This is an optimization exercise on Yosys and OpenROAD, whose aim is small area, a short achievable clock period and few clock cycles per item, not a production implementation.
In this exercise RTL edits were held to simulation tests only and were not proved equivalent to the original.

### flow/flow/run.sh
#!/bin/bash
# The standard layout with two changes to how it is optimised; the clock
# period and all constraints stay the design's:
#  - timing repair aims at a setup slack of 142 ns instead of 5 ns, so it
#    also works on the paths from inputs to outputs, which set the period
#    the layout achieves;
#  - every port still gets its buffer, but a plain buf_1 (repair resizes it
#    where timing needs) instead of the default delay buffer.
set -euo pipefail
bash standard.sh SETUP_SLACK_MARGIN=142 \
    "BUFFER_PORTS_ARGS=-buffer_cell sky130_fd_sc_hd__buf_1" \
    finish > standard_flow.log 2>&1
### flow/standard.sh
#!/bin/bash
# synth_recipe.tcl (not shown) runs the flow's synth.tcl, then flattens the netlist and writes it again
# the make line also repeats each setting of config.mk as NAME=value (left out here)
make -C /OpenROAD-flow-scripts/flow DESIGN_CONFIG=/design/flow/config.mk WORK_HOME=/design/flow/orfs CLKGATE_MAP_FILE= SYNTH_SCRIPT=/design/flow/synth_recipe.tcl "${@:-finish}"
### flow/config.mk
export PLATFORM = sky130hd
export DESIGN_NAME = Fp32Unit
export DESIGN_NICKNAME = Fp32Unit
export VERILOG_FILES = /design/flow/design.v
export SDC_FILE = /design/flow/constraint.sdc
export NUM_CORES = 4
export LEC_CHECK = 0
export ABC_CLOCK_PERIOD_IN_PS = 80000
export CAP_MARGIN = 20
export CORE_MARGIN = 2
export CORE_UTILIZATION = 55
export CTS_BUF_LIST = sky130_fd_sc_hd__clkbuf_4 sky130_fd_sc_hd__clkbuf_8
export PLACE_DENSITY = 0.7
export SLEW_MARGIN = 20
### flow/constraint.sdc
create_clock -name core_clock -period 240.0 [get_ports {clk}]
set_input_delay 48.0000 -clock core_clock [delete_from_list [all_inputs] [get_ports {clk}]]
set_output_delay 48.0000 -clock core_clock [all_outputs]
set_load 0.01 [all_outputs]
### flow/design.v
package BasicTypes;
parameter BYTE_WIDTH = 8;
typedef logic signed [7:0]  int8_t;
typedef logic signed [15:0] int16_t;
typedef logic signed [31:0] int32_t;
typedef logic signed [63:0] int64_t;
typedef logic [7:0]  uint8_t;
typedef logic [15:0] uint16_t;
typedef logic [31:0] uint32_t;
typedef logic [63:0] uint64_t;
typedef struct packed {
    logic sign;
    logic [7:0] exponent;
    logic [22:0] fraction;
} fp32_t;
endpackage
package RvTypes;
parameter REG_ADDR_WIDTH = 5;
parameter CSR_ADDR_WIDTH = 12;
parameter FRM_RNE = 3'b000;  
parameter FRM_RTZ = 3'b001;  
parameter FRM_RDN = 3'b010;  
parameter FRM_RUP = 3'b011;  
parameter FRM_RMM = 3'b100;  
parameter FRM_DYN = 3'b111;  
parameter EXCEPTION_CODE_INSN_ADDR_MISALIGNED  = 4'h0;
parameter EXCEPTION_CODE_INSN_ACCESS_FAULT     = 4'h1;
parameter EXCEPTION_CODE_ILLEGAL_INSN          = 4'h2;
parameter EXCEPTION_CODE_BREAKPOINT            = 4'h3;
parameter EXCEPTION_CODE_LOAD_ADDR_MISALIGNED  = 4'h4;
parameter EXCEPTION_CODE_LOAD_ACCESS_FAULT     = 4'h5;
parameter EXCEPTION_CODE_STORE_ADDR_MISALIGNED = 4'h6;
parameter EXCEPTION_CODE_STORE_ACCESS_FAULT    = 4'h7;
parameter EXCEPTION_CODE_ECALL_FROM_U          = 4'h8;
parameter EXCEPTION_CODE_ECALL_FROM_S          = 4'h9;
parameter EXCEPTION_CODE_ECALL_FROM_M          = 4'hb;
parameter EXCEPTION_CODE_INSN_PAGE_FAULT       = 4'hc;
parameter EXCEPTION_CODE_LOAD_PAGE_FAULT       = 4'hd;
parameter EXCEPTION_CODE_STORE_PAGE_FAULT      = 4'hf;
parameter INTERRUPT_CODE_U_SOFTWARE = 4'h0;
parameter INTERRUPT_CODE_S_SOFTWARE = 4'h1;
parameter INTERRUPT_CODE_M_SOFTWARE = 4'h3;
parameter INTERRUPT_CODE_U_TIMER    = 4'h4;
parameter INTERRUPT_CODE_S_TIMER    = 4'h5;
parameter INTERRUPT_CODE_M_TIMER    = 4'h7;
parameter INTERRUPT_CODE_U_EXTERNAL = 4'h8;
parameter INTERRUPT_CODE_S_EXTERNAL = 4'h9;
parameter INTERRUPT_CODE_M_EXTERNAL = 4'hb;
typedef enum logic [1:0]
{
    MemoryAccessType_Instruction  = 2'h0,
    MemoryAccessType_Load         = 2'h2,
    MemoryAccessType_Store        = 2'h3
} MemoryAccessType;
typedef enum logic [1:0]
{
    Priv_User         = 2'b00,
    Priv_Supervisor   = 2'b01,
    Priv_Machine      = 2'b11
} Priv;
typedef logic [REG_ADDR_WIDTH-1:0] reg_addr_t;
typedef logic [CSR_ADDR_WIDTH-1:0] csr_addr_t;
typedef struct packed {
    logic NV;    
    logic DZ;    
    logic OF;    
    logic UF;    
    logic NX;    
} fflags_t;
endpackage
package Rv32Types;
parameter XLEN = 32;
parameter XLEN_LOG2 = 5;
parameter WORD_WIDTH = XLEN;
parameter WORD_SIZE = WORD_WIDTH / 8;
parameter VADDR_WIDTH = 32;
parameter PADDR_WIDTH = 34;
parameter PAGE_OFFSET_WIDTH = 12;
parameter VIRTUAL_PAGE_NUMBER_WIDTH = VADDR_WIDTH - PAGE_OFFSET_WIDTH;
parameter PHYSICAL_PAGE_NUMBER_WIDTH = PADDR_WIDTH - PAGE_OFFSET_WIDTH;
parameter PAGE_TABLE_ENTRY_SIZE = 4;
parameter PAGE_TABLE_ENTRY_WIDTH = PAGE_TABLE_ENTRY_SIZE * 8;
typedef logic signed    [XLEN-1:0] word_t;
typedef logic [VADDR_WIDTH-1:0] vaddr_t;
typedef logic [PADDR_WIDTH-1:0] paddr_t;
typedef struct packed
{
    logic [ 9:0] VPN1;
    logic [ 9:0] VPN0;
} virtual_page_number_t;
typedef struct packed
{
    logic [11:0] PPN1;
    logic [ 9:0] PPN0;
} physical_page_number_t;
typedef struct packed
{
    logic [ 9:0] VPN1;
    logic [ 9:0] VPN0;
    logic [11:0] OFFSET;
} vaddr_sv32_t;
typedef struct packed
{
    logic [11:0] PPN1;
    logic [ 9:0] PPN0;
    logic [11:0] OFFSET;
} paddr_sv32_t;
typedef struct packed
{
    logic [11:0] PPN1;
    logic [ 9:0] PPN0;
    logic [ 1:0] RESERVED;
    logic D;  
    logic A;  
    logic G;  
    logic U;  
    logic X;  
    logic W;  
    logic R;  
    logic V;  
} PageTableEntry;
typedef enum logic
{
    AddressTranslationMode_Bare = 1'h0,
    AddressTranslationMode_Sv32 = 1'h1
} AddressTranslationMode;
typedef enum logic [1:0]
{
    TrapVectorMode_Direct   = 2'b00,
    TrapVectorMode_Vectored = 2'b01
} TrapVectorMode;
parameter CSR_ADDR_USTATUS  = 12'h000;
parameter CSR_ADDR_UIE      = 12'h004;
parameter CSR_ADDR_UTVEC    = 12'h005;
parameter CSR_ADDR_FFLAGS   = 12'h001;
parameter CSR_ADDR_FRM      = 12'h002;
parameter CSR_ADDR_FCSR     = 12'h003;
parameter CSR_ADDR_USCRATCH = 12'h040;
parameter CSR_ADDR_UEPC     = 12'h041;
parameter CSR_ADDR_UCAUSE   = 12'h042;
parameter CSR_ADDR_UTVAL    = 12'h043;
parameter CSR_ADDR_UIP      = 12'h044;
parameter CSR_ADDR_SSTATUS      = 12'h100;
parameter CSR_ADDR_SEDELEG      = 12'h102;
parameter CSR_ADDR_SIDELEG      = 12'h103;
parameter CSR_ADDR_SIE          = 12'h104;
parameter CSR_ADDR_STVEC        = 12'h105;
parameter CSR_ADDR_SCOUNTEREN   = 12'h106;  
parameter CSR_ADDR_SSCRATCH = 12'h140;
parameter CSR_ADDR_SEPC     = 12'h141;
parameter CSR_ADDR_SCAUSE   = 12'h142;
parameter CSR_ADDR_STVAL    = 12'h143;
parameter CSR_ADDR_SIP      = 12'h144;
parameter CSR_ADDR_SATP     = 12'h180;
parameter CSR_ADDR_MSTATUS      = 12'h300;
parameter CSR_ADDR_MISA         = 12'h301;
parameter CSR_ADDR_MEDELEG      = 12'h302;
parameter CSR_ADDR_MIDELEG      = 12'h303;
parameter CSR_ADDR_MIE          = 12'h304;
parameter CSR_ADDR_MTVEC        = 12'h305;
parameter CSR_ADDR_MCOUNTEREN   = 12'h306;  
parameter CSR_ADDR_MSCRATCH = 12'h340;
parameter CSR_ADDR_MEPC     = 12'h341;
parameter CSR_ADDR_MCAUSE   = 12'h342;
parameter CSR_ADDR_MTVAL    = 12'h343;
parameter CSR_ADDR_MIP      = 12'h344;
parameter CSR_ADDR_CYCLE    = 12'hc00;
parameter CSR_ADDR_TIME     = 12'hc01;
parameter CSR_ADDR_INSTRET  = 12'hc02;
parameter CSR_ADDR_CYCLEH   = 12'hc80;
parameter CSR_ADDR_TIMEH    = 12'hc81;
parameter CSR_ADDR_INSTRETH = 12'hc82;
parameter CSR_ADDR_MVENDORID    = 12'hf11;
parameter CSR_ADDR_MARCHID      = 12'hf12;
parameter CSR_ADDR_MIMPID       = 12'hf13;
parameter CSR_ADDR_MHARTID      = 12'hf14;
typedef struct packed {
    logic SD;
    logic [7:0] RESERVED1;
    logic TSR;
    logic TW;
    logic TVM;
    logic MXR;
    logic SUM;
    logic MPRV;
    logic [1:0] XS;
    logic [1:0] FS;
    logic [1:0] MPP;
    logic [1:0] RESERVED2;
    logic SPP;
    logic MPIE;
    logic RESERVED3;
    logic SPIE;
    logic UPIE;
    logic MIE;
    logic RESERVED4;
    logic SIE;
    logic UIE;
} csr_xstatus_t;
typedef struct packed {
    logic [XLEN-1:2] BASE;
    TrapVectorMode MODE;
} csr_xtvec_t;
typedef struct packed {
    logic MEIP;
    logic RESERVED0;
    logic SEIP;
    logic UEIP;
    logic MTIP;
    logic RESERVED1;
    logic STIP;
    logic UTIP;
    logic MSIP;
    logic RESERVED2;
    logic SSIP;
    logic USIP;
} csr_xip_t;
typedef struct packed {
    logic MEIE;
    logic RESERVED0;
    logic SEIE;
    logic UEIE;
    logic MTIE;
    logic RESERVED1;
    logic STIE;
    logic UTIE;
    logic MSIE;
    logic RESERVED2;
    logic SSIE;
    logic USIE;
} csr_xie_t;
typedef struct packed {
    AddressTranslationMode MODE;
    logic [8:0] ASID;
    logic [21:0] PPN;
} csr_satp_t;
endpackage
package OpTypes;
typedef enum logic [3:0]
{
    AluCommand_Add      = 4'b0000,
    AluCommand_Sub      = 4'b1000,
    AluCommand_Sll      = 4'b0001,
    AluCommand_Slt      = 4'b0010,
    AluCommand_Sltu     = 4'b0011,
    AluCommand_Xor      = 4'b0100,
    AluCommand_Srl      = 4'b0101,
    AluCommand_Sra      = 4'b1101,
    AluCommand_Or       = 4'b0110,
    AluCommand_And      = 4'b0111,
    AluCommand_Clear1   = 4'b1001,  
    AluCommand_Clear2   = 4'b1010   
} AluCommand;
typedef enum logic [1:0]
{
    AluSrcType1_Zero    = 2'h0,
    AluSrcType1_Reg     = 2'h1,
    AluSrcType1_Pc      = 2'h2,
    AluSrcType1_Csr     = 2'h3
} AluSrcType1;
typedef enum logic [1:0]
{
    AluSrcType2_Zero    = 2'h0,
    AluSrcType2_Reg     = 2'h1,
    AluSrcType2_Imm     = 2'h2,
    AluSrcType2_Csr     = 2'h3
} AluSrcType2;
typedef enum logic [3:0]
{
    BranchType_Equal                = 4'b0000,
    BranchType_NotEqual             = 4'b0001,
    BranchType_LessThan             = 4'b0100,
    BranchType_GreaterEqual         = 4'b0101,
    BranchType_UnsignedLessThan     = 4'b0110,
    BranchType_UnsignedGreaterEqual = 4'b0111,
    BranchType_Always               = 4'b1111
} BranchType;
typedef enum logic [1:0]
{
    FenceType_None   = 2'b00,
    FenceType_Normal = 2'b01,  
    FenceType_I      = 2'b10,  
    FenceType_Vma    = 2'b11   
} FenceType;
typedef enum logic [2:0]
{
    ExecuteUnitType_None         = 3'h0,
    ExecuteUnitType_FpConverter  = 3'h1,
    ExecuteUnitType_Fp32         = 3'h2,
    ExecuteUnitType_Fp64         = 3'h3,
    ExecuteUnitType_LoadStore    = 3'h4,
    ExecuteUnitType_MulDiv       = 3'h5,
    ExecuteUnitType_Branch       = 3'h6
} ExecuteUnitType;
typedef enum logic [2:0]
{
    FpSubUnitType_Move         = 3'h0,
    FpSubUnitType_Classifier   = 3'h1,
    FpSubUnitType_Sign         = 3'h2,
    FpSubUnitType_Comparator   = 3'h3,
    FpSubUnitType_Converter    = 3'h4,
    FpSubUnitType_MulAdd       = 3'h5,
    FpSubUnitType_Div          = 3'h6,
    FpSubUnitType_Sqrt         = 3'h7
} FpSubUnitType;
typedef enum logic [3:0]
{
    FpComparatorCommand_Eq    = 4'h1,
    FpComparatorCommand_Lt    = 4'h2,
    FpComparatorCommand_Le    = 4'h3,
    FpComparatorCommand_Min   = 4'h4,
    FpComparatorCommand_Max   = 4'h5
} FpComparatorCommand;
typedef enum logic [3:0]
{
    FpSignUnitCommand_Sgnj  = 4'h1,
    FpSignUnitCommand_Sgnjn = 4'h2,
    FpSignUnitCommand_Sgnjx = 4'h3
} FpSignUnitCommand;
typedef enum logic [4:0]
{
    FpConverterCommand_W_S  = 5'h00,
    FpConverterCommand_WU_S = 5'h01,
    FpConverterCommand_L_S  = 5'h02,
    FpConverterCommand_LU_S = 5'h03,
    FpConverterCommand_W_D  = 5'h04,
    FpConverterCommand_WU_D = 5'h05,
    FpConverterCommand_L_D  = 5'h06,
    FpConverterCommand_LU_D = 5'h07,
    FpConverterCommand_S_W  = 5'h08,
    FpConverterCommand_S_WU = 5'h09,
    FpConverterCommand_S_L  = 5'h0a,
    FpConverterCommand_S_LU = 5'h0b,
    FpConverterCommand_D_W  = 5'h0c,
    FpConverterCommand_D_WU = 5'h0d,
    FpConverterCommand_D_L  = 5'h0e,
    FpConverterCommand_D_LU = 5'h0f,
    FpConverterCommand_S_D  = 5'h10,
    FpConverterCommand_D_S  = 5'h11
} FpConverterCommand;
typedef enum logic [3:0]
{
    FpMulAddCommand_FMADD   = 4'h0,
    FpMulAddCommand_FMSUB   = 4'h1,
    FpMulAddCommand_FNMSUB  = 4'h2,
    FpMulAddCommand_FNMADD  = 4'h3,
    FpMulAddCommand_FADD    = 4'h4,
    FpMulAddCommand_FSUB    = 4'h5,
    FpMulAddCommand_FMUL    = 4'h6
} FpMulAddCommand;
typedef union packed
{
    FpComparatorCommand cmp;
    FpSignUnitCommand sign;
    FpMulAddCommand mulAdd;
} FpCommandUnion;
typedef struct packed
{
    FpSubUnitType unit;
    FpCommandUnion command;
} FpCommand;
endpackage
import BasicTypes::*;
import RvTypes::*;
import Rv32Types::*;
module RcAdd #(
    parameter W = 8
)(
    output logic [W-1:0] s,
    output logic co,
    input logic [W-1:0] a,
    input logic [W-1:0] b,
    input logic ci
);
    localparam N = (W + 1) / 2;
    logic [N:0] c;
    assign c[0] = ci;
    for (genvar k = 0; k < N; k++) begin : chunk
        if (2 * k + 1 < W) begin : two
            assign {c[k+1], s[2*k+1:2*k]} = {1'b0, a[2*k+1:2*k]} + {1'b0, b[2*k+1:2*k]} + {2'b00, c[k]};
        end
        else begin : one
            assign {c[k+1], s[2*k]} = {1'b0, a[2*k]} + {1'b0, b[2*k]} + {1'b0, c[k]};
        end
    end
    assign co = c[N];
endmodule
module RcInc #(
    parameter W = 8
)(
    output logic [W-1:0] s,
    output logic co,
    input logic [W-1:0] a,
    input logic ci
);
    logic [W:0] c;
    always_comb begin
        c[0] = ci;
        for (int i = 0; i < W; i++) begin
            s[i] = a[i] ^ c[i];
            c[i+1] = a[i] & c[i];
        end
        co = c[W];
    end
endmodule
module FpRounder #(
    parameter EXPONENT_WIDTH = 8,
    parameter FRACTION_WIDTH = 23,
    parameter WIDTH = 1 + EXPONENT_WIDTH + FRACTION_WIDTH
)(
    output logic [EXPONENT_WIDTH-1:0] roundedExponent,
    output logic [FRACTION_WIDTH-1:0] roundedFraction,
    output logic inexact,
    input logic [2:0] roundingMode,
    input logic sign,
    input logic [EXPONENT_WIDTH-1:0] exponent,
    input logic [FRACTION_WIDTH-1:0] fraction,
    input logic g,
    input logic r,
    input logic s
);
    logic increment;
    always_comb begin
        unique case (roundingMode)
        FRM_RNE: increment = g & (r | s | fraction[0]);
        FRM_RTZ: increment = sign & (g | r | s);
        FRM_RDN: increment = 1'b0;
        FRM_RUP: increment = g | r | s;
        FRM_RMM: increment = g;
        default: increment = 1'b0;
        endcase
        inexact = g | r | s;
    end
    logic [FRACTION_WIDTH-1:0] fractionPlusOne;
    logic fractionCarry;
    RcInc #(.W(FRACTION_WIDTH)) fractionInc (
        .s(fractionPlusOne),
        .co(fractionCarry),
        .a(fraction),
        .ci(1'b1));
    logic exponentCarry;
    RcInc #(.W(EXPONENT_WIDTH)) exponentInc (
        .s(roundedExponent),
        .co(exponentCarry),
        .a(exponent),
        .ci(increment & fractionCarry));
    always_comb begin
        roundedFraction = increment ? fractionPlusOne : fraction;
    end
endmodule
import BasicTypes::*;
import RvTypes::*;
import Rv32Types::*;
import OpTypes::*;
module FpClassifier #(
    parameter EXPONENT_WIDTH = 8,
    parameter FRACTION_WIDTH = 23,
    parameter WIDTH = 1 + EXPONENT_WIDTH + FRACTION_WIDTH
)(
    output Rv32Types::word_t intResult,
    input logic [WIDTH-1:0] fpSrc,
    input logic clk,
    input logic rst
);
    localparam FP_CLASS_NEG_INF          = 32'h0001;
    localparam FP_CLASS_NEG_NORMAL       = 32'h0002;
    localparam FP_CLASS_NEG_SUBNORMAL    = 32'h0004;
    localparam FP_CLASS_NEG_ZERO         = 32'h0008;
    localparam FP_CLASS_POS_ZERO         = 32'h0010;
    localparam FP_CLASS_POS_SUBNORMAL    = 32'h0020;
    localparam FP_CLASS_POS_NORMAL       = 32'h0040;
    localparam FP_CLASS_POS_INF          = 32'h0080;
    localparam FP_CLASS_SIGNALING_NAN    = 32'h0100;
    localparam FP_CLASS_QUIET_NAN        = 32'h0200;
    localparam EXPONENT_MAX = (1 << EXPONENT_WIDTH) - 2;
    logic sign;
    logic [EXPONENT_WIDTH-1:0] exponent;
    logic [FRACTION_WIDTH-1:0] fraction;
    always_comb begin
        sign = fpSrc[WIDTH-1];
        exponent = fpSrc[WIDTH-2:FRACTION_WIDTH];
        fraction = fpSrc[FRACTION_WIDTH-1:0];
    end
    always_comb begin
        if (sign == 1 && exponent == '1 && fraction == '0) begin
            intResult =  FP_CLASS_NEG_INF;
        end
        else if (sign == 1 && 1 <= exponent && exponent <= EXPONENT_MAX) begin
            intResult =  FP_CLASS_NEG_NORMAL;
        end
        else if (sign == 1 && exponent == '0 && fraction != '0) begin
            intResult =  FP_CLASS_NEG_SUBNORMAL;
        end
        else if (sign == 1 && exponent == '0 && fraction == '0) begin
            intResult =  FP_CLASS_NEG_ZERO;
        end
        else if (sign == 0 && exponent == '0 && fraction == '0) begin
            intResult =  FP_CLASS_POS_ZERO;
        end
        else if (sign == 0 && exponent == '0 && fraction != '0) begin
            intResult =  FP_CLASS_POS_SUBNORMAL;
        end
        else if (sign == 0 && 1 <= exponent && exponent <= EXPONENT_MAX) begin
            intResult =  FP_CLASS_POS_NORMAL;
        end
        else if (sign == 0 && exponent == '1 && fraction == '0) begin        
            intResult =  FP_CLASS_POS_INF;
        end
        else if (exponent == '1 && fraction != '0 && fraction[FRACTION_WIDTH-1] == 0) begin
            intResult =  FP_CLASS_SIGNALING_NAN;
        end
        else if (exponent == '1 && fraction != '0 && fraction[FRACTION_WIDTH-1] == 1) begin
            intResult =  FP_CLASS_QUIET_NAN;
        end
        else begin
            intResult =  '0;
        end
    end
endmodule
import BasicTypes::*;
import RvTypes::*;
import Rv32Types::*;
import OpTypes::*;
module FpSignUnit #(
    parameter WIDTH = 32
)(
    output logic [WIDTH-1:0] fpResult,
    input OpTypes::FpSignUnitCommand command,
    input logic [WIDTH-1:0] fpSrc1,
    input logic [WIDTH-1:0] fpSrc2,
    input logic clk,
    input logic rst
);
    always_comb begin
        unique case (command)
        FpSignUnitCommand_Sgnj:     fpResult = {fpSrc2[WIDTH-1], fpSrc1[WIDTH-2:0]};
        FpSignUnitCommand_Sgnjn:    fpResult = {~fpSrc2[WIDTH-1], fpSrc1[WIDTH-2:0]};
        FpSignUnitCommand_Sgnjx:    fpResult = {fpSrc1[WIDTH-1] ^ fpSrc2[WIDTH-1], fpSrc1[WIDTH-2:0]};
        default:                    fpResult = '0;
        endcase
    end
endmodule
import BasicTypes::*;
import RvTypes::*;
import Rv32Types::*;
import OpTypes::*;
module FpComparator #(
    parameter EXPONENT_WIDTH = 8,
    parameter FRACTION_WIDTH = 23,
    parameter WIDTH = 1 + EXPONENT_WIDTH + FRACTION_WIDTH
)(
    output Rv32Types::word_t intResult,
    output logic unsigned [WIDTH-1:0] fpResult,
    output RvTypes::fflags_t flags,
    input OpTypes::FpComparatorCommand command,
    input logic unsigned [WIDTH-1:0] fpSrc1,
    input logic unsigned [WIDTH-1:0] fpSrc2,
    input logic clk,
    input logic rst
);
    typedef enum logic [1:0]
    {
        FpResultType_Src1           = 2'h0,
        FpResultType_Src2           = 2'h1,
        FpResultType_QuietNan       = 2'h2,
        FpResultType_SignalingNan   = 2'h3
    } FpResultType;
    typedef logic unsigned [EXPONENT_WIDTH-1:0] exponent_t;
    typedef logic unsigned [FRACTION_WIDTH-1:0] fraction_t;
    function automatic logic unsigned [WIDTH-1:0] GetCanonicalQuietNan();
        logic unsigned [WIDTH-1:0] value;
        value[WIDTH-1] = '0;
        value[WIDTH-2:FRACTION_WIDTH-1] = '1;
        value[FRACTION_WIDTH-2:0] = '0;
        GetCanonicalQuietNan = value;
    endfunction
    function automatic logic unsigned [WIDTH-1:0] GetCanonicalSignalingNan();
        logic unsigned [WIDTH-1:0] value;
        value[WIDTH-1] = '0;
        value[WIDTH-2:FRACTION_WIDTH] = '1;
        value[FRACTION_WIDTH-1:1] = '0;
        value[0] = '1;
        GetCanonicalSignalingNan = value;
    endfunction
    logic sign1;
    logic sign2;
    exponent_t exponent1;
    exponent_t exponent2;
    fraction_t fraction1;
    fraction_t fraction2;
    always_comb begin
        sign1 = fpSrc1[WIDTH-1];
        sign2 = fpSrc2[WIDTH-1];
        exponent1 = fpSrc1[WIDTH-2:FRACTION_WIDTH];
        exponent2 = fpSrc2[WIDTH-2:FRACTION_WIDTH];
        fraction1 = fpSrc1[FRACTION_WIDTH-1:0];
        fraction2 = fpSrc2[FRACTION_WIDTH-1:0];
    end
    logic is_zero1;
    logic is_zero2;
    logic is_nan1;
    logic is_nan2;
    logic is_signaling_nan1;
    logic is_signaling_nan2;
    always_comb begin
        is_zero1 = exponent1 == '0 && fraction1 != '0;
        is_zero2 = exponent2 == '0 && fraction2 != '0;
        is_nan1 = exponent1 == '1 && fraction1 != '0;
        is_nan2 = exponent2 == '1 && fraction2 != '0;
        is_signaling_nan1 = is_nan1 && fraction1[FRACTION_WIDTH-1] == '0;
        is_signaling_nan2 = is_nan2 && fraction2[FRACTION_WIDTH-1] == '0;
    end
    logic sign_eq;
    logic sign_lt;
    logic [3:0] part_lt;
    logic [3:0] part_eq;
    logic [31:0] magnitude1, magnitude2;
    logic magnitude_eq;
    logic magnitude_lt;
    logic magnitude_gt;
    always_comb begin
        sign_eq = sign1 == sign2;
        sign_lt = sign1 == 1 && sign2 == 0;
        magnitude1 = {1'b0, fpSrc1[WIDTH-2:0]};
        magnitude2 = {1'b0, fpSrc2[WIDTH-2:0]};
        for (int k = 0; k < 4; k++) begin
            part_lt[k] = magnitude1[8*k +: 8] < magnitude2[8*k +: 8];
            part_eq[k] = magnitude1[8*k +: 8] == magnitude2[8*k +: 8];
        end
        magnitude_eq = &part_eq;
        magnitude_lt = part_lt[3] | (part_eq[3] & (part_lt[2] | (part_eq[2] & (part_lt[1] | (part_eq[1] & part_lt[0])))));
        magnitude_gt = !magnitude_lt && !magnitude_eq;
    end
    logic eq;
    logic lt;
    logic le;
    always_comb begin
        eq = (sign_eq & magnitude_eq) | (is_zero1 & is_zero2);
        lt = sign_lt | (sign_eq & (sign1 ? magnitude_gt : magnitude_lt));
        le = eq | lt;
    end
    FpResultType fp_result_type;
    always_comb begin
        if (is_zero1 && is_zero2) begin
            fp_result_type = (!sign1 && sign2) ? FpResultType_Src1 : FpResultType_Src2;
        end
        else if (is_nan1 && is_nan2) begin
            fp_result_type = (is_signaling_nan1 || is_signaling_nan2) ? FpResultType_SignalingNan : FpResultType_QuietNan;
        end
        else if (!is_nan1 && is_nan2) begin
            fp_result_type = FpResultType_Src1;
        end
        else if (is_nan1 && !is_nan2) begin
            fp_result_type = FpResultType_Src2;
        end
        else begin
            unique case (command)
            FpComparatorCommand_Max: fp_result_type = lt ? FpResultType_Src2 : FpResultType_Src1;
            FpComparatorCommand_Min: fp_result_type = lt ? FpResultType_Src1 : FpResultType_Src2;
            default:                 fp_result_type = FpResultType_Src1;
            endcase
        end
    end
    always_comb begin
        if (is_nan1 || is_nan2) begin
            intResult = 0;
        end
        else begin
            unique case (command)
            FpComparatorCommand_Eq: intResult = eq ? 1 : 0;
            FpComparatorCommand_Lt: intResult = lt ? 1 : 0;
            FpComparatorCommand_Le: intResult = le ? 1 : 0;
            default:                intResult = 0;
            endcase
        end
        unique case (fp_result_type)
        FpResultType_Src1:          fpResult = fpSrc1;
        FpResultType_Src2:          fpResult = fpSrc2;
        FpResultType_QuietNan:      fpResult = GetCanonicalQuietNan();
        FpResultType_SignalingNan:  fpResult = GetCanonicalSignalingNan();
        default:                    fpResult = '0;
        endcase
        if ((command == FpComparatorCommand_Lt || command == FpComparatorCommand_Le)) begin
            flags.NV = is_nan1 || is_nan2;
            flags.DZ = 0;
            flags.OF = 0;
            flags.UF = 0;
            flags.NX = 0;
        end
        else begin
            flags.NV = is_signaling_nan1 || is_signaling_nan2;
            flags.DZ = 0;
            flags.OF = 0;
            flags.UF = 0;
            flags.NX = 0;
        end
    end
endmodule
import BasicTypes::*;
import RvTypes::*;
import Rv32Types::*;
import OpTypes::*;
module MulArray24 (
    output logic [47:0] p,
    input logic [23:0] a,
    input logic [23:0] b
);
    logic [23:0] s [0:23];
    logic [23:0] c [0:23];
    logic [23:0] cc;
    always_comb begin
        for (int j = 0; j < 24; j++) begin
            s[0][j] = a[j] & b[0];
            c[0][j] = 1'b0;
        end
        p[0] = s[0][0];
        for (int i = 1; i < 24; i++) begin
            for (int j = 0; j < 24; j++) begin
                logic x, y, z;
                x = a[j] & b[i];
                y = (j == 23) ? 1'b0 : s[i-1][j+1];
                z = c[i-1][j];
                s[i][j] = x ^ y ^ z;
                c[i][j] = (x & y) | (x & z) | (y & z);
            end
            p[i] = s[i][0];
        end
        cc[0] = 1'b0;
        for (int j = 0; j < 23; j++) begin
            p[24+j] = s[23][j+1] ^ c[23][j] ^ cc[j];
            cc[j+1] = (s[23][j+1] & c[23][j]) | (s[23][j+1] & cc[j]) | (c[23][j] & cc[j]);
        end
        p[47] = c[23][23] ^ cc[23];
    end
endmodule
module FpMul (
    output logic [31:0] result,
    output RvTypes::fflags_t flags,
    input logic [2:0] roundingMode,
    input logic [31:0] src1,
    input logic [31:0] src2
);
    logic sign1, sign2;
    logic [7:0] exponent1, exponent2;
    logic [22:0] fraction1, fraction2;
    logic is_zero1, is_zero2, is_inf1, is_inf2, is_nan1, is_nan2;
    always_comb begin
        sign1 = src1[31];
        sign2 = src2[31];
        exponent1 = src1[30:23];
        exponent2 = src2[30:23];
        fraction1 = src1[22:0];
        fraction2 = src2[22:0];
        is_zero1 = exponent1 == '0;
        is_zero2 = exponent2 == '0;
        is_nan1 = exponent1 == '1 && fraction1 != '0;
        is_nan2 = exponent2 == '1 && fraction2 != '0;
        is_inf1 = exponent1 == '1 && fraction1 == '0;
        is_inf2 = exponent2 == '1 && fraction2 == '0;
    end
    logic [47:0] prod;
    MulArray24 mulArray (
        .p(prod),
        .a({1'b1, fraction1}),
        .b({1'b1, fraction2}));
    logic [8:0] exponentPair;
    logic [9:0] exponentNormalized;
    logic unusedCarry1, unusedCarry2;
    RcAdd #(.W(8)) exponentAdd (
        .s(exponentPair[7:0]),
        .co(exponentPair[8]),
        .a(exponent1),
        .b(exponent2),
        .ci(1'b0));
    RcAdd #(.W(10)) exponentBias (
        .s(exponentNormalized),
        .co(unusedCarry1),
        .a({1'b0, exponentPair}),
        .b(10'h381),
        .ci(prod[47]));
    logic [22:0] fraction;
    logic g, r, s;
    always_comb begin
        if (prod[47]) begin
            fraction = prod[46:24];
            g = prod[23];
            r = prod[22];
            s = |prod[21:1];
        end
        else begin
            fraction = prod[45:23];
            g = prod[22];
            r = prod[21];
            s = |prod[20:0];
        end
    end
    logic inexact;
    logic [9:0] exponentRounded;
    logic [22:0] fractionRounded;
    FpRounder #(
        .EXPONENT_WIDTH(10),
        .FRACTION_WIDTH(23)
    ) rounder (
        .inexact(inexact),
        .roundedExponent(exponentRounded),
        .roundedFraction(fractionRounded),
        .roundingMode(roundingMode),
        .sign(sign1 ^ sign2),
        .exponent(exponentNormalized),
        .fraction(fraction),
        .g(g),
        .r(r),
        .s(s));
    logic overflow, underflow, isNan;
    always_comb begin
        overflow = !exponentRounded[9] && (exponentRounded[8] || exponentRounded[7:0] == 8'hff);
        underflow = exponentRounded[9] || exponentRounded == '0;
        isNan = is_nan1 || is_nan2 || (is_zero1 && is_inf2) || (is_zero2 && is_inf1);
        if (isNan) begin
            result = 32'h7f800001;
        end
        else if (is_inf1 || is_inf2) begin
            result = {sign1 ^ sign2, 8'hff, 23'h0};
        end
        else if (is_zero1 || is_zero2) begin
            result = {sign1 ^ sign2, 31'h0};
        end
        else begin
            result = {sign1 ^ sign2, exponentRounded[7:0], fractionRounded};
        end
        flags.NV = isNan;
        flags.DZ = 1'b0;
        flags.OF = overflow;
        flags.UF = underflow;
        flags.NX = inexact;
    end
endmodule
module FpAdd (
    output logic [31:0] result,
    output RvTypes::fflags_t flags,
    input logic [2:0] roundingMode,
    input logic [31:0] src1,
    input logic [31:0] src2
);
    logic sign1, sign2;
    logic [7:0] exponent1, exponent2;
    logic [22:0] fraction1, fraction2;
    logic is_zero1, is_zero2, is_inf1, is_inf2, is_nan1, is_nan2;
    always_comb begin
        sign1 = src1[31];
        sign2 = src2[31];
        exponent1 = src1[30:23];
        exponent2 = src2[30:23];
        fraction1 = src1[22:0];
        fraction2 = src2[22:0];
        is_zero1 = exponent1 == '0;
        is_zero2 = exponent2 == '0;
        is_nan1 = exponent1 == '1 && fraction1 != '0;
        is_nan2 = exponent2 == '1 && fraction2 != '0;
        is_inf1 = exponent1 == '1 && fraction1 == '0;
        is_inf2 = exponent2 == '1 && fraction2 == '0;
    end
    logic ge;
    logic [30:0] unusedDiff;
    RcAdd #(.W(31)) magnitudeCompare (
        .s(unusedDiff),
        .co(ge),
        .a(src1[30:0]),
        .b(~src2[30:0]),
        .ci(1'b1));
    logic sign_large, sign_small;
    logic [7:0] exponent_large, exponent_small;
    logic [22:0] fraction_large, fraction_small;
    always_comb begin
        sign_large = ge ? sign1 : sign2;
        sign_small = ge ? sign2 : sign1;
        exponent_large = ge ? exponent1 : exponent2;
        exponent_small = ge ? exponent2 : exponent1;
        fraction_large = ge ? fraction1 : fraction2;
        fraction_small = ge ? fraction2 : fraction1;
    end
    logic [7:0] shamt;
    logic unusedCarry1;
    RcAdd #(.W(8)) shamtSub (
        .s(shamt),
        .co(unusedCarry1),
        .a(exponent_large),
        .b(~exponent_small),
        .ci(1'b1));
    logic [23:0] mantissa_small;
    logic [27:0] shifted_small;
    logic sticky_small;
    logic [28:0] window_large;
    logic [28:0] window_small;
    logic minus;
    logic [27:0] alignStage [0:5];
    logic [4:0] shiftedOut;
    logic stickyAllOut;
    always_comb begin
        mantissa_small = {1'b1, fraction_small};
        alignStage[0] = {1'b0, mantissa_small, 3'b000};
        for (int k = 0; k < 5; k++) begin
            shiftedOut[k] = shamt[k] && (|(alignStage[k] & ((28'h1 << (1 << k)) - 28'h1)));
            alignStage[k+1] = shamt[k] ? (alignStage[k] >> (1 << k)) : alignStage[k];
        end
        stickyAllOut = |shiftedOut;
        if (shamt[7:5] == 3'b000) begin
            shifted_small = alignStage[5];
            sticky_small = stickyAllOut && !(shamt[4:0] == 5'd26 && fraction_small[22:1] == '0);
        end
        else begin
            shifted_small = 28'h0;
            sticky_small = shamt[7:5] == 3'b001 && shamt[4:0] <= 5'd16;
        end
        window_large = {2'b01, fraction_large, 4'b0000};
        window_small = {shifted_small, sticky_small};
        minus = sign_large != sign_small;
    end
    logic [28:0] sum;
    logic unusedCarry2;
    RcAdd #(.W(29)) fractionAdd (
        .s(sum),
        .co(unusedCarry2),
        .a(window_large),
        .b(window_small ^ {29{minus}}),
        .ci(minus));
    logic [28:0] v1, v2, v3, v4, normalized;
    logic [4:0] lzc;
    logic isZeroSum;
    always_comb begin
        lzc[4] = ~|sum[28:13];
        v1 = lzc[4] ? {sum[12:0], 16'h0} : sum;
        lzc[3] = ~|v1[28:21];
        v2 = lzc[3] ? {v1[20:0], 8'h0} : v1;
        lzc[2] = ~|v2[28:25];
        v3 = lzc[2] ? {v2[24:0], 4'h0} : v2;
        lzc[1] = ~|v3[28:27];
        v4 = lzc[1] ? {v3[26:0], 2'h0} : v3;
        lzc[0] = ~v4[28];
        normalized = lzc[0] ? {v4[27:0], 1'b0} : v4;
        isZeroSum = ~normalized[28];
    end
    logic [7:0] exponentPlusOne, exponentNormalized;
    logic unusedCarry3, unusedCarry4;
    RcInc #(.W(8)) exponentInc (
        .s(exponentPlusOne),
        .co(unusedCarry3),
        .a(exponent_large),
        .ci(1'b1));
    RcAdd #(.W(8)) exponentSub (
        .s(exponentNormalized),
        .co(unusedCarry4),
        .a(exponentPlusOne),
        .b(~{3'b000, isZeroSum ? 5'h0 : lzc}),
        .ci(1'b1));
    logic inexact;
    logic [7:0] exponentRounded;
    logic [22:0] fractionRounded;
    FpRounder #(
        .EXPONENT_WIDTH(8),
        .FRACTION_WIDTH(23)
    ) rounder (
        .inexact(inexact),
        .roundedExponent(exponentRounded),
        .roundedFraction(fractionRounded),
        .roundingMode(roundingMode),
        .sign(sign_large),
        .exponent(exponentNormalized),
        .fraction(normalized[27:5]),
        .g(normalized[4]),
        .r(normalized[3]),
        .s(|normalized[2:0]));
    logic isNan;
    always_comb begin
        isNan = is_nan1 || is_nan2 || (is_inf1 && is_inf2 && sign1 != sign2);
        if (isNan) begin
            result = 32'h7fc00000;
        end
        else if (is_inf1 || is_inf2) begin
            result = {sign_large, 8'hff, 23'h0};
        end
        else if (is_zero1 && is_zero2) begin
            result = '0;
        end
        else begin
            result = {sign_large, exponentRounded, fractionRounded};
        end
        flags.NV = isNan;
        flags.DZ = 1'b0;
        flags.OF = !isNan && exponentRounded == 8'hff;
        flags.UF = !isNan && exponentRounded == 8'h00;
        flags.NX = !isNan && inexact;
    end
endmodule
module FpMulAdd #(
    parameter EXPONENT_WIDTH = 8,
    parameter FRACTION_WIDTH = 23,
    parameter WIDTH = 1 + EXPONENT_WIDTH + FRACTION_WIDTH
)(
    output logic [WIDTH-1:0] fpResult,
    output RvTypes::fflags_t flags,
    input logic [2:0] roundingMode,
    input OpTypes::FpMulAddCommand command,
    input logic [WIDTH-1:0] fpSrc1,
    input logic [WIDTH-1:0] fpSrc2,
    input logic [WIDTH-1:0] fpSrc3,
    input logic active,
    output logic [31:0] heldSrc1,
    output logic [31:0] heldSrc2,
    input logic clk,
    input logic rst
);
    logic [31:0] resultMul;
    RvTypes::fflags_t flagsMul;
    FpMul fpMul (
        .result(resultMul),
        .flags(flagsMul),
        .roundingMode(roundingMode),
        .src1(fpSrc1),
        .src2(fpSrc2));
    logic isMul, useSrc3, minus1, minus2;
    always_comb begin
        isMul    = active && (command == FpMulAddCommand_FMUL);
        useSrc3  = active && (command == FpMulAddCommand_FMADD || command == FpMulAddCommand_FMSUB || command == FpMulAddCommand_FNMADD || command == FpMulAddCommand_FNMSUB);
        minus1   = active && (command == FpMulAddCommand_FNMADD || command == FpMulAddCommand_FNMSUB);
        minus2   = active && (command == FpMulAddCommand_FSUB || command == FpMulAddCommand_FMSUB || command == FpMulAddCommand_FNMADD);
    end
    logic [31:0] regSrc1, regSrc2;
    RvTypes::fflags_t regFlagsMul;
    logic regIsMul;
    logic [2:0] regRoundingMode;
    always_ff @(posedge clk) begin
        regSrc1 <= (useSrc3 || isMul) ? {resultMul[31] ^ minus1, resultMul[30:0]} : fpSrc1;
        regSrc2 <= useSrc3 ? {fpSrc3[31] ^ minus2, fpSrc3[30:0]} : {fpSrc2[31] ^ minus2, fpSrc2[30:0]};
        regFlagsMul <= flagsMul;
        regIsMul <= isMul;
        regRoundingMode <= roundingMode;
    end
    logic [31:0] resultAdd;
    RvTypes::fflags_t flagsAdd;
    FpAdd fpAdd (
        .result(resultAdd),
        .flags(flagsAdd),
        .roundingMode(regRoundingMode),
        .src1(regSrc1),
        .src2(regSrc2));
    always_comb begin
        heldSrc1 = regSrc1;
        heldSrc2 = regSrc2;
        fpResult = regIsMul ? regSrc1 : resultAdd;
        flags    = regIsMul ? regFlagsMul : flagsAdd;
    end
endmodule
import BasicTypes::*;
import RvTypes::*;
import Rv32Types::*;
module FpDivSqrtUnit #(
    parameter STEPS = 8,
    parameter LAST_STEPS = 2
)(
    output logic [31:0] fpResult,
    output RvTypes::fflags_t flags,
    input logic [2:0] phase,
    input logic isDiv,
    input logic [2:0] roundingMode,
    input logic [31:0] fpSrc1,
    input logic [31:0] fpSrc2,
    input logic [31:0] heldSrc1,
    input logic [31:0] heldSrc2,
    input logic clk,
    input logic rst
);
    localparam ITERATIONS = (26 - LAST_STEPS) / STEPS;
    typedef enum logic [1:0]
    {
        ResultType_Value = 2'h0,
        ResultType_Zero  = 2'h1,
        ResultType_Inf   = 2'h2,
        ResultType_Nan   = 2'h3
    } ResultType;
    logic first;
    logic sign1, sign2;
    logic [7:0] exponent1, exponent2;
    logic [22:0] fraction1, fraction2;
    logic is_zero1, is_zero2, is_inf1, is_inf2, is_nan1, is_nan2;
    always_comb begin
        first = phase == '0;
        sign1 = heldSrc1[31];
        sign2 = heldSrc2[31];
        exponent1 = heldSrc1[30:23];
        exponent2 = heldSrc2[30:23];
        fraction1 = heldSrc1[22:0];
        fraction2 = heldSrc2[22:0];
        is_zero1 = exponent1 == '0;
        is_zero2 = exponent2 == '0;
        is_nan1 = exponent1 == '1 && fraction1 != '0;
        is_nan2 = exponent2 == '1 && fraction2 != '0;
        is_inf1 = exponent1 == '1 && fraction1 == '0;
        is_inf2 = exponent2 == '1 && fraction2 == '0;
    end
    ResultType divType, sqrtType;
    always_comb begin
        if (is_nan1 || is_nan2 || (is_zero1 && is_zero2) || (is_inf1 && is_inf2)) begin
            divType = ResultType_Nan;
        end
        else if (is_inf1 || is_zero2) begin
            divType = ResultType_Inf;
        end
        else if (is_zero1 || is_inf2) begin
            divType = ResultType_Zero;
        end
        else begin
            divType = ResultType_Value;
        end
        if (is_nan1 || sign1) begin
            sqrtType = ResultType_Nan;
        end
        else if (is_inf1) begin
            sqrtType = ResultType_Inf;
        end
        else if (is_zero1) begin
            sqrtType = ResultType_Zero;
        end
        else begin
            sqrtType = ResultType_Value;
        end
    end
    logic [9:0] exponentDifference;
    logic unusedCarry1;
    RcAdd #(.W(10)) exponentSub (
        .s(exponentDifference),
        .co(unusedCarry1),
        .a({2'b00, exponent1}),
        .b(~{2'b00, exponent2}),
        .ci(1'b1));
    logic [8:0] exponentUnbiased;
    logic [7:0] exponentSqrt;
    always_comb begin
        exponentUnbiased = {1'b0, exponent1} - 9'd127;
        exponentSqrt = exponentUnbiased[8:1] + 8'd127;
    end
    ResultType resultType;
    logic resultSign;
    logic [9:0] resultExponent;
    always_comb begin
        resultType = regIsDiv ? divType : sqrtType;
        resultSign = regIsDiv && (sign1 ^ sign2);
        resultExponent = regIsDiv ? exponentDifference + 10'd127 : {2'b00, exponentSqrt};
    end
    logic [2:0] regRoundingMode;
    logic [25:0] regRemainder;
    logic [25:0] regQuotient;
    logic regDividendBit;
    logic regIsDiv;
    logic [23:0] divisor;
    logic [25:0] radicandTop;
    always_comb begin
        divisor = {1'b1, heldSrc2[22:0]};
        if (!heldSrc1[23]) begin
            radicandTop = {1'b1, heldSrc1[22:0], 2'b00};
        end
        else begin
            radicandTop = {2'b01, heldSrc1[22:0], 1'b0};
        end
    end
    logic [25:0] stepRemainder [0:STEPS];
    logic [25:0] stepQuotient [0:STEPS];
    always_comb begin
        stepRemainder[0] = regRemainder;
        stepQuotient[0] = regQuotient;
    end
    for (genvar i = 0; i < STEPS; i++) begin : step
        logic [1:0] radicandBits;
        always_comb begin
            radicandBits = 2'b00;
            for (int p = 1; p <= ITERATIONS; p++) begin
                if ((p - 1) * STEPS + i <= 12 && phase == 3'(p)) begin
                    radicandBits = radicandTop[25 - 2 * ((p - 1) * STEPS + i) -: 2];
                end
            end
        end
        DivSqrtStep step (
            .remainderNext(stepRemainder[i+1]),
            .rootNext(stepQuotient[i+1]),
            .isDiv(regIsDiv),
            .remainder(stepRemainder[i]),
            .root(stepQuotient[i]),
            .dividendBit((i == 0) ? regDividendBit : 1'b0),
            .radicandBits(radicandBits),
            .divisor(divisor));
    end
    always_ff @(posedge clk) begin
        regRoundingMode <= roundingMode;
        regDividendBit <= first && fpSrc1[0];
        regIsDiv <= isDiv;
        if (first) begin
            regRemainder <= isDiv ? {3'b001, fpSrc1[22:1]} : '0;
            regQuotient <= '0;
        end
        else begin
            regRemainder <= stepRemainder[STEPS];
            regQuotient <= stepQuotient[STEPS];
        end
    end
    logic [25:0] quotient;
    logic sticky;
    logic leadingOne;
    logic [9:0] exponentMinusOne;
    logic [9:0] exponentNormalized;
    logic [22:0] fraction;
    logic g, r, s;
    always_comb begin
        quotient = stepQuotient[LAST_STEPS];
        sticky = |stepRemainder[LAST_STEPS];
        leadingOne = quotient[25] || !regIsDiv;
        exponentMinusOne = resultExponent - 10'd1;
        if (leadingOne) begin
            exponentNormalized = resultExponent;
            fraction = quotient[24:2];
            g = quotient[1];
            r = quotient[0];
            s = sticky;
        end
        else begin
            exponentNormalized = exponentMinusOne;
            fraction = quotient[23:1];
            g = quotient[0];
            r = sticky;
            s = sticky;
        end
    end
    logic inexact;
    logic [9:0] exponentRounded;
    logic [22:0] fractionRounded;
    FpRounder #(
        .EXPONENT_WIDTH(10),
        .FRACTION_WIDTH(23)
    ) rounder (
        .inexact(inexact),
        .roundedExponent(exponentRounded),
        .roundedFraction(fractionRounded),
        .roundingMode(regRoundingMode),
        .sign(resultSign),
        .exponent(exponentNormalized),
        .fraction(fraction),
        .g(g),
        .r(r),
        .s(s));
    always_comb begin
        unique case (resultType)
        ResultType_Value: fpResult = {resultSign, exponentRounded[7:0], fractionRounded};
        ResultType_Zero:  fpResult = {resultSign, 31'h0};
        ResultType_Inf:   fpResult = {resultSign, 8'hff, 23'h0};
        ResultType_Nan:   fpResult = 32'h7fc00000;
        default:          fpResult = '0;
        endcase
        flags.NV = resultType == ResultType_Nan;
        flags.DZ = 1'b0;
        if (regIsDiv) begin
            flags.OF = !exponentRounded[9] && (exponentRounded[8] || exponentRounded[7:0] == 8'hff);
            flags.UF = exponentRounded[9] || exponentRounded == '0;
            flags.NX = inexact;
        end
        else begin
            flags.OF = 1'b0;
            flags.UF = 1'b0;
            flags.NX = resultType == ResultType_Value && inexact;
        end
    end
endmodule
import BasicTypes::*;
import RvTypes::*;
import Rv32Types::*;
module DivSqrtStep (
    output logic [25:0] remainderNext,
    output logic [25:0] rootNext,
    input logic isDiv,
    input logic [25:0] remainder,
    input logic [25:0] root,
    input logic dividendBit,
    input logic [1:0] radicandBits,
    input logic [23:0] divisor
);
    logic [27:0] subSrc1;
    logic [27:0] subSrc2;
    logic [27:0] subResult;
    logic unusedCarry;
    always_comb begin
        if (isDiv) begin
            subSrc1 = {3'b000, remainder[23:0], dividendBit};
            subSrc2 = {4'b0000, divisor};
        end
        else begin
            subSrc1 = {remainder, radicandBits};
            subSrc2 = {root, 2'b01};
        end
    end
    RcAdd #(.W(28)) sub (
        .s(subResult),
        .co(unusedCarry),
        .a(subSrc1),
        .b(~subSrc2),
        .ci(1'b1));
    always_comb begin
        rootNext = {root[24:0], ~subResult[27]};
        remainderNext = subResult[27] ? subSrc1[25:0] : subResult[25:0];
    end
endmodule
import BasicTypes::*;
import RvTypes::*;
import Rv32Types::*;
import OpTypes::*;
module FpUnit #(
    parameter EXPONENT_WIDTH = 8,
    parameter FRACTION_WIDTH = 23,
    parameter FP_WIDTH = 1 + EXPONENT_WIDTH + FRACTION_WIDTH
)(
    output Rv32Types::word_t intResult,
    output logic [FP_WIDTH-1:0] fpResult,
    output logic writeFlags,
    output RvTypes::fflags_t writeFlagsValue,
    output logic done,
    input logic enable,
    input logic flush,
    input OpTypes::FpSubUnitType unit,
    input OpTypes::FpCommandUnion command,
    input logic [2:0] roundingMode,
    input Rv32Types::word_t intSrc1,
    input Rv32Types::word_t intSrc2,
    input logic [FP_WIDTH-1:0] fpSrc1,
    input logic [FP_WIDTH-1:0] fpSrc2,
    input logic [FP_WIDTH-1:0] fpSrc3,
    input logic clk,
    input logic rst
);
    localparam DIV_STEPS = 8;
    localparam DIV_LAST_STEPS = 2;
    localparam DIV_LAST_PHASE = 1 + (26 - DIV_LAST_STEPS) / DIV_STEPS;
    localparam SQRT_STEPS = DIV_STEPS;
    localparam SQRT_LAST_STEPS = DIV_LAST_STEPS;
    localparam SQRT_LAST_PHASE = 1 + (26 - SQRT_LAST_STEPS) / SQRT_STEPS;
    logic [2:0] phase;
    logic first;
    always_comb begin
        first = phase == '0;
    end
    BasicTypes::uint32_t fpResultClass;
    FpClassifier #(
        .EXPONENT_WIDTH(EXPONENT_WIDTH),
        .FRACTION_WIDTH(FRACTION_WIDTH)
    ) fpClassifier(
        .intResult(fpResultClass),
        .fpSrc(fpSrc1),
        .clk(clk),
        .rst(rst));
    logic [FP_WIDTH-1:0] fpResultSign;
    FpSignUnit #(
        .WIDTH(FP_WIDTH)
    ) fpSignUnit (
        .fpResult(fpResultSign),
        .command(command.sign),
        .fpSrc1(fpSrc1),
        .fpSrc2(fpSrc2),
        .clk(clk),
        .rst(rst));
    BasicTypes::uint32_t intResultCmp;
    logic [FP_WIDTH-1:0] fpResultCmp;
    RvTypes::fflags_t flagsCmp;
    FpComparator #(
        .EXPONENT_WIDTH(EXPONENT_WIDTH),
        .FRACTION_WIDTH(FRACTION_WIDTH)
    ) fpComparator (
        .intResult(intResultCmp),
        .fpResult(fpResultCmp),
        .flags(flagsCmp),
        .command(command.cmp),
        .fpSrc1(fpSrc1),
        .fpSrc2(fpSrc2),
        .clk(clk),
        .rst(rst));
    logic [FP_WIDTH-1:0] fpResultMulAdd;
    logic [31:0] heldSrc1, heldSrc2;
    RvTypes::fflags_t flagsMulAdd;
    FpMulAdd #(
        .EXPONENT_WIDTH(EXPONENT_WIDTH),
        .FRACTION_WIDTH(FRACTION_WIDTH)
    ) fpMulAdd (
        .fpResult(fpResultMulAdd),
        .flags(flagsMulAdd),
        .command(command.mulAdd),
        .roundingMode(roundingMode),
        .fpSrc1(fpSrc1),
        .fpSrc2(fpSrc2),
        .fpSrc3(fpSrc3),
        .active(unit == FpSubUnitType_MulAdd),
        .heldSrc1(heldSrc1),
        .heldSrc2(heldSrc2),
        .clk(clk),
        .rst(rst));
    logic [FP_WIDTH-1:0] fpResultDiv;
    RvTypes::fflags_t flagsDiv;
    FpDivSqrtUnit #(
        .STEPS(DIV_STEPS),
        .LAST_STEPS(DIV_LAST_STEPS)
    ) fpDivSqrtUnit (
        .fpResult(fpResultDiv),
        .flags(flagsDiv),
        .phase(phase),
        .isDiv(unit == FpSubUnitType_Div),
        .roundingMode(roundingMode),
        .fpSrc1(fpSrc1),
        .fpSrc2(fpSrc2),
        .heldSrc1(heldSrc1),
        .heldSrc2(heldSrc2),
        .clk(clk),
        .rst(rst));
    always_comb begin
        unique case (unit)
        FpSubUnitType_Move: begin
            intResult = fpSrc1[31:0];  
            fpResult = '0;
            fpResult[31:0] = intSrc1;  
            done = '1;
            writeFlags = '0;
            writeFlagsValue = '0;
        end
        FpSubUnitType_Classifier: begin
            intResult = fpResultClass;
            fpResult = '0;
            done = '1;
            writeFlags = '0;
            writeFlagsValue = '0;
        end
        FpSubUnitType_Sign: begin
            intResult = '0;
            fpResult = fpResultSign;
            done = '1;
            writeFlags = '0;
            writeFlagsValue = '0;
        end
        FpSubUnitType_Comparator: begin
            intResult = intResultCmp;
            fpResult = fpResultCmp;
            done = '1;
            writeFlags = '1;
            writeFlagsValue = flagsCmp;
        end
        FpSubUnitType_MulAdd: begin
            intResult = '0;
            fpResult = fpResultMulAdd;
            done = phase == 3'd1;
            writeFlags = '1;
            writeFlagsValue = flagsMulAdd;
        end
        FpSubUnitType_Div: begin
            intResult = '0;
            fpResult = fpResultDiv;
            done = phase == 3'(DIV_LAST_PHASE);
            writeFlags = '1;
            writeFlagsValue = flagsDiv;
        end
        FpSubUnitType_Sqrt: begin
            intResult = '0;
            fpResult = fpResultDiv;
            done = phase == 3'(SQRT_LAST_PHASE);
            writeFlags = '1;
            writeFlagsValue = flagsDiv;
        end
        default: begin
            intResult = '0;
            fpResult = '0;
            done = '0;
            writeFlags = '0;
            writeFlagsValue = '0;
        end
        endcase
    end
    always_ff @(posedge clk) begin
        if (rst || !enable || flush || done) begin
            phase <= '0;
        end
        else begin
            phase <= phase + 3'd1;
        end
    end
endmodule
import BasicTypes::*;
import RvTypes::*;
import Rv32Types::*;
import OpTypes::*;
module Fp32Unit (
    output logic [31:0] intResult,
    output logic [31:0] fpResult,
    output logic writeFlags,
    output logic [4:0] writeFlagsValue,
    output logic done,
    input logic enable,
    input logic flush,
    input logic [2:0] unit,
    input logic [3:0] command,
    input logic [2:0] roundingMode,
    input logic [31:0] intSrc1,
    input logic [31:0] intSrc2,
    input logic [31:0] fpSrc1,
    input logic [31:0] fpSrc2,
    input logic [31:0] fpSrc3,
    input logic clk,
    input logic rst
);
    FpUnit #(
        .EXPONENT_WIDTH(8),
        .FRACTION_WIDTH(23)
    ) body (
        .intResult(intResult),
        .fpResult(fpResult),
        .writeFlags(writeFlags),
        .writeFlagsValue(writeFlagsValue),
        .done(done),
        .enable(enable),
        .flush(flush),
        .unit(OpTypes::FpSubUnitType'(unit)),
        .command(OpTypes::FpCommandUnion'(command)),
        .roundingMode(roundingMode),
        .intSrc1(intSrc1),
        .intSrc2(intSrc2),
        .fpSrc1(fpSrc1),
        .fpSrc2(fpSrc2),
        .fpSrc3(fpSrc3),
        .clk(clk),
        .rst(rst));
endmodule
==> results.cfg <==
[logic_synthesis]
synth_ff_type = dfxtp_1
synthTopCellsByCount = 829 x nor2_1, 768 x fa_1, 427 x nand2_1
synth_area_sq_um = 43200
seq_area_frac_synth_pct = 5.97
yosysWarnings = 60
synth_seq_cells = 129
yosysTopAreaCellShare_pct = 35.6
avgSynthCellArea_sq_um = 8.59
synth_top_area_cell = fa_1
syn-num-nets = 6223
synth_cell_types = 94
synth_most_common_cell = nor2_1
ys_async_sr_fraction_pct = 0
synth_edf_count = 0
synth.area.top_cells = fa_1 36%, mux2i_1 8.2%, ha_1 7.3%
synth_cells = 5030

[setup_path]
cp.depth = 23
worstPathMaxFanout = 8
crit_type = in2out
slowest_stage = nor3_2
worstPathRequired_ns = 192.00
crit_family = compound AO/OA/AOI/OAI gates
cpMostUsedCell = a21oi_2
max_stage_delay_ns = 0.36
start_kind = input pin
worstRegToRegCells = 266
endpoint_kind = output port
path_buf_inv = 5
cp_cell_sequence = buf_4 -> buf_12 -> clkinvlp_4 -> ha_1 -> o21a_1 -> o21ai_1 -> nand2b_1 -> a21oi_2 -> nor2_1 -> nor3_2 -> o21ai_2 -> o21ai_2 -> a21oi_2 -> mux2i_2 -> a21oi_2 -> xor2_1 -> nand3_1 -> a31oi_4 -> buf_12 -> nand2_8 -> o32a_1 -> o221ai_2 -> buf_2
cp.arrival_ns = 51.92

[status]
status = timing/DRC/antenna clean

[timing]
rsz0062_at_grt = true
skew_ns = 0.0227
tns_ns = 0
final-hold-violation-count = 0
fmax_ghz = 0.0100
post-route-period-util_pct = 41.6
setup_viol = 0
min_period_ns = 99.92
drv_slew = 0
relSlewSlack_pct = 29.4
tightest_slew_ns = 1.06

[clock_tree]
hold_buffers = 0
clock_path_buffers = 2
cts_tree = built
clk_latency_ns = 0.52
clock-sinks = 129
h-tree-depth = 4
path_clk_slew_ns = 0.09
cts_buffers = 17
clock-root-buffer = clkbuf_8

[floorplanning]
start_util_pct = 55.7
coreArea_sq_um = 77600
rows = 102
die_h_um = 284
die_x_um = 284
boundaryPins = 245
dieArea_sq_um = 80900

[placed_design]
gp_congestion = 1.05
placedCellCount = 6097
dp_hpwl_um = 126000
port_buffers = 211

[grt]
grt_pass1_vias = 39300
gr-total-overflow = 0
antenna_found_initial = 6
grt_pass1_wl_um = 243000
grt_use_total_pct = 39.8
grt_max_degree = 74

[worst_hold_path]
hold_path.class = reg2reg
holdPathStages = 1

[layout]
fill_cells = 7033
drive_gt1_share_pct = 11.5
final_cells = 6185
layout.nets = 6321
area_growth_syn_to_layout_pct = 9.26

[routing]
antenna_left = 0
drc = 0
vias = 39800
top_layer = met5
wl_met2_um = 68100
drt_iter0_drc = 5015
drt_pass1_iterations = 9
via_per_inst = 6.44
wire_per_inst_um = 25.9
wl_um = 160000
drt-met1-wl_um = 62900
met3_length_um = 20400

[run]
cap_violations = 0
[layout make-up]
cell class | instances | area (sq um) | share of cell area [%]
Antenna cell | 4 | 10.0 | 0.0212
Sequential cell | 129 | 2590 | 5.48
Clock inverter | 13 | 175 | 0.371
Tap cell | 1040 | 1300 | 2.76
Timing Repair inverter | 4 | 23.8 | 0.0503
Clock buffer | 19 | 249 | 0.527
Multi-Input combinational cell | 4142 | 38600 | 81.7
Timing Repair Buffer | 416 | 2670 | 5.66
Inverter | 418 | 1620 | 3.43
[registers in the layout, indices dropped and copies added, names as in the netlist]
signal / count
body.fpMulAdd.regSrc1: 32
body.fpMulAdd.regSrc2: 32
body.fpDivSqrtUnit.regQuotient: 26
body.fpDivSqrtUnit.regRemainder: 26
body.fpMulAdd.regFlagsMul: 4
body.fpMulAdd.regRoundingMode: 3
body.phase: 3
body.fpDivSqrtUnit.regDividendBit: 1
body.fpDivSqrtUnit.regIsDiv: 1
body.fpMulAdd.regIsMul: 1
[cell families (layout without fill, tap and decap cells)]
group / count (synthesis) / in the layout / share of synthesized area [%]
AO/OA/AOI/OAI: 782 / 782 / 11.9
XOR/XNOR: 74 / 74 / 1.55
adder cells (fa/ha/maj): 1019 / 1019 / 42.8
buffers and inverters: 761 / 870 / 6.71
flip-flops: 129 / 129 / 5.97
multiplexers: 494 / 494 / 12.8
other: 1 / 5 / 0.00868
AND/OR/NAND/NOR: 1770 / 1772 / 18.3
[stage by stage]
step	util [%]	hold slack (ns)	instance area, sq um	worst slack, ns
CTS	60.2	0.475	46700	140.21
global route	60.9	0.505	47200	139.99
floorplan	-	0.433	43600	141.08
detailed placement	58.7	0.455	45600	138.60
global placement	58.7	0.448	45600	138.55
finish	60.9	0.478	47200	140.08
[repair_timing]
action                                  in CTS  in global routing
hold endpoints to repair                     0                  0
gates resized for setup                    110                 81
buffers inserted                            23                 21
pin swaps                                   22                 21
endpoints found under the setup margin      38                 35
cloned                                       8                  0
[worst register-to-register path: cells and delay by family, from the launching register on]
family,cells,cell delay (ns)
buffers and inverters,34,6.19
adders and majority gates,191,74.02
DFF,1,0.77
AOI/OAI and AO/OA,13,2.71
xor gates and xnor gates,5,0.81
muxes,7,2.90
and+or+nand+nor,16,3.54
[final timing paths]
path                                                      end                                 from  slack [ns]
setup reg to reg  body.fpDivSqrtUnit.regRemainder[19]$_DFF_P_  body.fpDivSqrtUnit.regIsDiv$_DFF_P_      148.98
hold reg to reg                      body.phase[0]$_SDFF_PP0_             body.phase[0]$_SDFF_PP0_        0.48
setup / recovery                                  fpResult[0]                            fpSrc2[2]      140.08
hold / removal                       body.phase[0]$_SDFF_PP0_             body.phase[0]$_SDFF_PP0_        0.48
[routing by layer]
layer  vias up  GRT usage [%]
met5         -              0
met4         4           18.8
met3       450           11.6
met2      2326           58.2
met1     19900           54.4
li1      17100              -
[layout by cell type, fill, tap and decap left out, drive strengths merged, types with 129 or more instances in the layout]
master | netlist | layout
fa | 768 | 768
dfxtp | 129 | 129
nand2 | 427 | 429
a21oi | 185 | 185
buf | 60 | 400
inv | 417 | 418
o21ai | 199 | 199
nor2 | 830 | 830
ha | 251 | 251
mux2i | 354 | 354
Testbench counts, summed over its fixed seeds: cycles 23,936, ops 12,000.

-- separate check: timing with driven ports --
No port has a modelled driver above. Below, the same layout with a new extraction and two added sets of constraints.
Step 1: set_driving_cell puts a clkbuf_16 on clk and a buf_2 on each other input, an assumption about the parent block.
Step 2 moves the port delays by t, midway between the first and last clock arrival at a register: inputs arrive t later, outputs are due t later. That takes back most of the time a late clock gives input paths.
Three values: no drivers, after step 1, after step 2; two values: the first two.
shift t [ns]: 0.572
slack for setup (ns): 140.082 / 140.056 / 140.056
worst setup path after step 2: input to output
clock arrival spread, ns: 0.023 / 0.023
After both steps setup and hold are still met in this run. For this run, drivers alone change the setup slack by -0.026 ns; drivers and shift together by -0.026 ns.
